Background: an optimization exercise with open tools, aiming at small area, a short achievable clock period and few clock cycles. Do not read the settings as production practice.
At most, simulation tests tie the RTL to the original design; equivalence was not proved.

Setup of v6:
==> module regfile, before the edit <==
module regfile(clk, write, writenum, data_in, readnum_a, data_a, readnum_b, data_b);
  input clk, write;
  input [2:0] writenum, readnum_a, readnum_b;
  input [15:0] data_in;
  output [15:0] data_a, data_b;
  reg [15:0] R0, R1, R2, R3, R4, R5, R6, R7;
  always @(posedge clk)
    if (write)
      case (writenum)
        3'd0: R0 <= data_in;
        3'd1: R1 <= data_in;
        3'd2: R2 <= data_in;
        3'd3: R3 <= data_in;
        3'd4: R4 <= data_in;
        3'd5: R5 <= data_in;
        3'd6: R6 <= data_in;
        3'd7: R7 <= data_in;
      endcase
  function [15:0] rd;
    input [2:0] n;
    input [15:0] r0, r1, r2, r3, r4, r5, r6, r7;
    case (n)
      3'd0: rd = r0;
      3'd1: rd = r1;
      3'd2: rd = r2;
      3'd3: rd = r3;
      3'd4: rd = r4;
      3'd5: rd = r5;
      3'd6: rd = r6;
      default: rd = r7;
    endcase
  endfunction
  assign data_a = rd(readnum_a, R0, R1, R2, R3, R4, R5, R6, R7);
  assign data_b = rd(readnum_b, R0, R1, R2, R3, R4, R5, R6, R7);
endmodule
==> module cpu, before the edit <==
module cpu(clk, reset, s, load, in, out, N, V, Z, w);
  input clk, reset, s, load;
  input [15:0] in;
  output [15:0] out;
  output N, V, Z, w;
  reg [13:0] ir;
  always @(posedge clk)
    if (load) ir <= in[13:0];
  reg replay;
  always @(posedge clk)
    replay <= s & ~load;
  wire go = (s & load) | replay;
  wire [13:0] I = replay ? ir : in[13:0];
  wire       is_alu  = I[13];           
  wire       is_movi = ~I[13] & I[12];  
  wire [1:0] op = I[12:11];
  wire [2:0] rn = I[10:8];
  wire [1:0] sh = I[4:3];
  wire [2:0] rm = I[2:0];
  reg pw;
  always @(posedge clk)
    pw <= go;
  wire       pmovi = ~ir[13] & ir[12];
  wire [2:0] pwr = pmovi ? ir[10:8] : ir[7:5];
  wire [15:0] result;
  wire [15:0] wdata = pmovi ? {{8{ir[7]}}, ir[7:0]} : result;
  wire [15:0] ra, rb;
  regfile REGFILE(.clk(clk), .write(pw), .writenum(pwr), .data_in(wdata),
                  .readnum_a(rn), .data_a(ra), .readnum_b(rm), .data_b(rb));
  wire [15:0] a = (pw && pwr == rn) ? wdata : ra;
  wire [15:0] m = (pw && pwr == rm) ? wdata : rb;
  wire [15:0] b;
  shifter U1(.in(m), .shift(sh), .sout(b));
  wire [15:0] p_in, g_in;
  wire e_in;
  ALUpg U2(.Ain(a), .Bin(b), .is_alu(is_alu), .ALUop(op),
           .T(p_in), .G(g_in), .e(e_in));
  reg [15:0] P, G;
  reg e;
  always @(posedge clk)
    if (go & ~is_movi) begin
      P <= p_in;
      G <= g_in;
      e <= e_in;
    end
  wire zero, c15;
  ALUsum U3(.T(P), .G(G), .out(result), .Z(zero), .c15(c15));
  reg w_r;
  always @(posedge clk)
    w_r <= ~reset & ~(s & ~load);
  assign out = result;
  assign N = result[15];
  assign Z = zero;
  assign V = e & (c15 ^ G[15]);
  assign w = w_r;
endmodule
==> flow/config.mk <==
export PLATFORM = sky130hd
export DESIGN_NAME = cpu
export DESIGN_NICKNAME = cpu
export VERILOG_FILES = /design/flow/design.v
export SDC_FILE = /design/flow/constraint.sdc
export NUM_CORES = 4
export LEC_CHECK = 0
export ABC_AREA = 1
export CAP_MARGIN = 20
export CORE_MARGIN = 2
export CORE_UTILIZATION = 45
export CTS_BUF_LIST = sky130_fd_sc_hd__clkbuf_8
export SETUP_SLACK_MARGIN = 4.3
export SLEW_MARGIN = 20
==> flow/constraint.sdc <==
create_clock -name core_clock -period 8.0 [get_ports {clk}]
set_input_delay 1.6000 -clock core_clock [delete_from_list [all_inputs] [get_ports {clk}]]
set_output_delay 1.6000 -clock core_clock [all_outputs]
set_load 0.01 [all_outputs]
standard.sh (not shown) runs the stock make flow with config.mk's settings and CLKGATE_MAP_FILE= SYNTH_SCRIPT=/design/flow/synth_recipe.tcl, a recipe that flattens the netlist after the stock synthesis.
==> flow/flow/run.sh <==
#!/bin/bash
# The standard layout, with plain buf_2 cells as the port buffers (the
# default pick is a slow delay cell).
export BUFFER_PORTS_ARGS="-buffer_cell sky130_fd_sc_hd__buf_2"
bash standard.sh > standard.log 2>&1
Testbench counts of v6, summed over its fixed seeds: cycles 3,200.
Modified inputs, v7 compared to v6
==> flow/design.v, changed modules only <==
module regfile(clk, write, writenum, data_in, sel_a, data_a, sel_b, data_b);
  input clk, write;
  input [2:0] writenum;
  input [7:0] sel_a, sel_b;
  input [15:0] data_in;
  output [15:0] data_a, data_b;
  reg [15:0] R0, R1, R2, R3, R4, R5, R6, R7;
  always @(posedge clk)
    if (write)
      case (writenum)
        3'd0: R0 <= data_in;
        3'd1: R1 <= data_in;
        3'd2: R2 <= data_in;
        3'd3: R3 <= data_in;
        3'd4: R4 <= data_in;
        3'd5: R5 <= data_in;
        3'd6: R6 <= data_in;
        3'd7: R7 <= data_in;
      endcase
  assign data_a = ({16{sel_a[0]}} & R0) | ({16{sel_a[1]}} & R1) | ({16{sel_a[2]}} & R2) | ({16{sel_a[3]}} & R3)
                | ({16{sel_a[4]}} & R4) | ({16{sel_a[5]}} & R5) | ({16{sel_a[6]}} & R6) | ({16{sel_a[7]}} & R7);
  assign data_b = ({16{sel_b[0]}} & R0) | ({16{sel_b[1]}} & R1) | ({16{sel_b[2]}} & R2) | ({16{sel_b[3]}} & R3)
                | ({16{sel_b[4]}} & R4) | ({16{sel_b[5]}} & R5) | ({16{sel_b[6]}} & R6) | ({16{sel_b[7]}} & R7);
endmodule
module cpu(clk, reset, s, load, in, out, N, V, Z, w);
  input clk, reset, s, load;
  input [15:0] in;
  output [15:0] out;
  output N, V, Z, w;
  reg [13:0] ir;
  always @(posedge clk)
    if (load) ir <= in[13:0];
  reg replay;
  always @(posedge clk)
    replay <= s & ~load;
  wire go = (s & load) | replay;
  wire [13:0] I = replay ? ir : in[13:0];
  wire       is_alu  = I[13];           
  wire       is_movi = ~I[13] & I[12];  
  wire [1:0] op = I[12:11];
  wire [2:0] rn = I[10:8];
  wire [1:0] sh = I[4:3];
  wire [2:0] rm = I[2:0];
  reg pw;
  always @(posedge clk)
    pw <= go;
  wire       pmovi = ~ir[13] & ir[12];
  wire [2:0] pwr = pmovi ? ir[10:8] : ir[7:5];
  wire [15:0] result;
  wire [15:0] wdata = pmovi ? {{8{ir[7]}}, ir[7:0]} : result;
  wire [7:0] sel_a = replay ? (8'd1 << ir[10:8]) : (8'd1 << in[10:8]);
  wire [7:0] sel_b = replay ? (8'd1 << ir[2:0]) : (8'd1 << in[2:0]);
  wire [15:0] ra, rb;
  regfile REGFILE(.clk(clk), .write(pw), .writenum(pwr), .data_in(wdata),
                  .sel_a(sel_a), .data_a(ra), .sel_b(sel_b), .data_b(rb));
  wire [15:0] a = (pw && pwr == rn) ? wdata : ra;
  wire [15:0] m = (pw && pwr == rm) ? wdata : rb;
  wire [15:0] b;
  shifter U1(.in(m), .shift(sh), .sout(b));
  wire [15:0] p_in, g_in;
  wire e_in;
  ALUpg U2(.Ain(a), .Bin(b), .is_alu(is_alu), .ALUop(op),
           .T(p_in), .G(g_in), .e(e_in));
  reg [15:0] P, G;
  reg e;
  wire zero, c15;
  wire go_alu = go & ~is_movi;
  always @(posedge clk) begin
    P <= go_alu ? p_in : result;
    G <= go_alu ? g_in : 16'h8000;
    e <= go_alu ? e_in : V;
  end
  ALUsum U3(.T(P), .G(G), .out(result), .Z(zero), .c15(c15));
  reg w_r;
  always @(posedge clk)
    w_r <= ~reset & ~(s & ~load);
  assign out = result;
  assign N = result[15];
  assign Z = zero;
  assign V = e & (c15 ^ G[15]);
  assign w = w_r;
endmodule
- In the tables for v7 and v6, count of clock-buffer cells in the layout reads lower with v7.
- The first-pass GRT wire length of v7 exceeds that of v6 by about 3.3%.
- Per the comparison of v7 with v6, maximum single-stage delay on the critical path decreased by 0.08 ns relative to the old numbers, routed length on met3 rose 1000 um, design area went down by 2.3%, cell count climbed 44.
- v6 vs v7, critical path's slowest cell: sky130_fd_sc_hd__edfxtp_1 vs sky130_fd_sc_hd__or2_2
- Multiplexer area fraction after synthesis, v7 and v6: lower on v7
- [compare] base=v6 new=v7: maximum frequency fell about 0.46%; via count now sits higher; depth of the critical timing path with buffers and inverters included now larger; non-clock buffer total of the final layout saw an increase; global-route usage moved up.
The RTL of v7 was laid out without a check of its function.

## afterwards: timing with drivers on the ports
In the flow no input, the clock included, has a driving cell. The finished layouts below were timed again as built, in two steps.
Step 1, drivers: a clkbuf_16 drives clk and a buf_2 each remaining input, both assumed.
Step 2 times the ports against the registers' clock, not the clock port: input delays grow and output delays shrink by t, the midpoint of the rising clock arrivals with the driver on.
Slacks: ideal ports / drivers / drivers and shift; pairs: ideal ports / drivers.
| run | shift t [ns] | setup slack, ns | clock arrival spread, ns |
|---|---|---|---|
| v6 | 0.504 | 4.350 / 4.308 / 3.926 | 0.017 / 0.017 |
| v7 | 0.518 | 4.333 / 4.355 / 3.837 | 0.018 / 0.018 |
After both steps every run listed still meets setup and hold. For v7, which loses most, drivers alone change the setup slack by +0.022 ns; drivers and shift together by -0.496 ns.
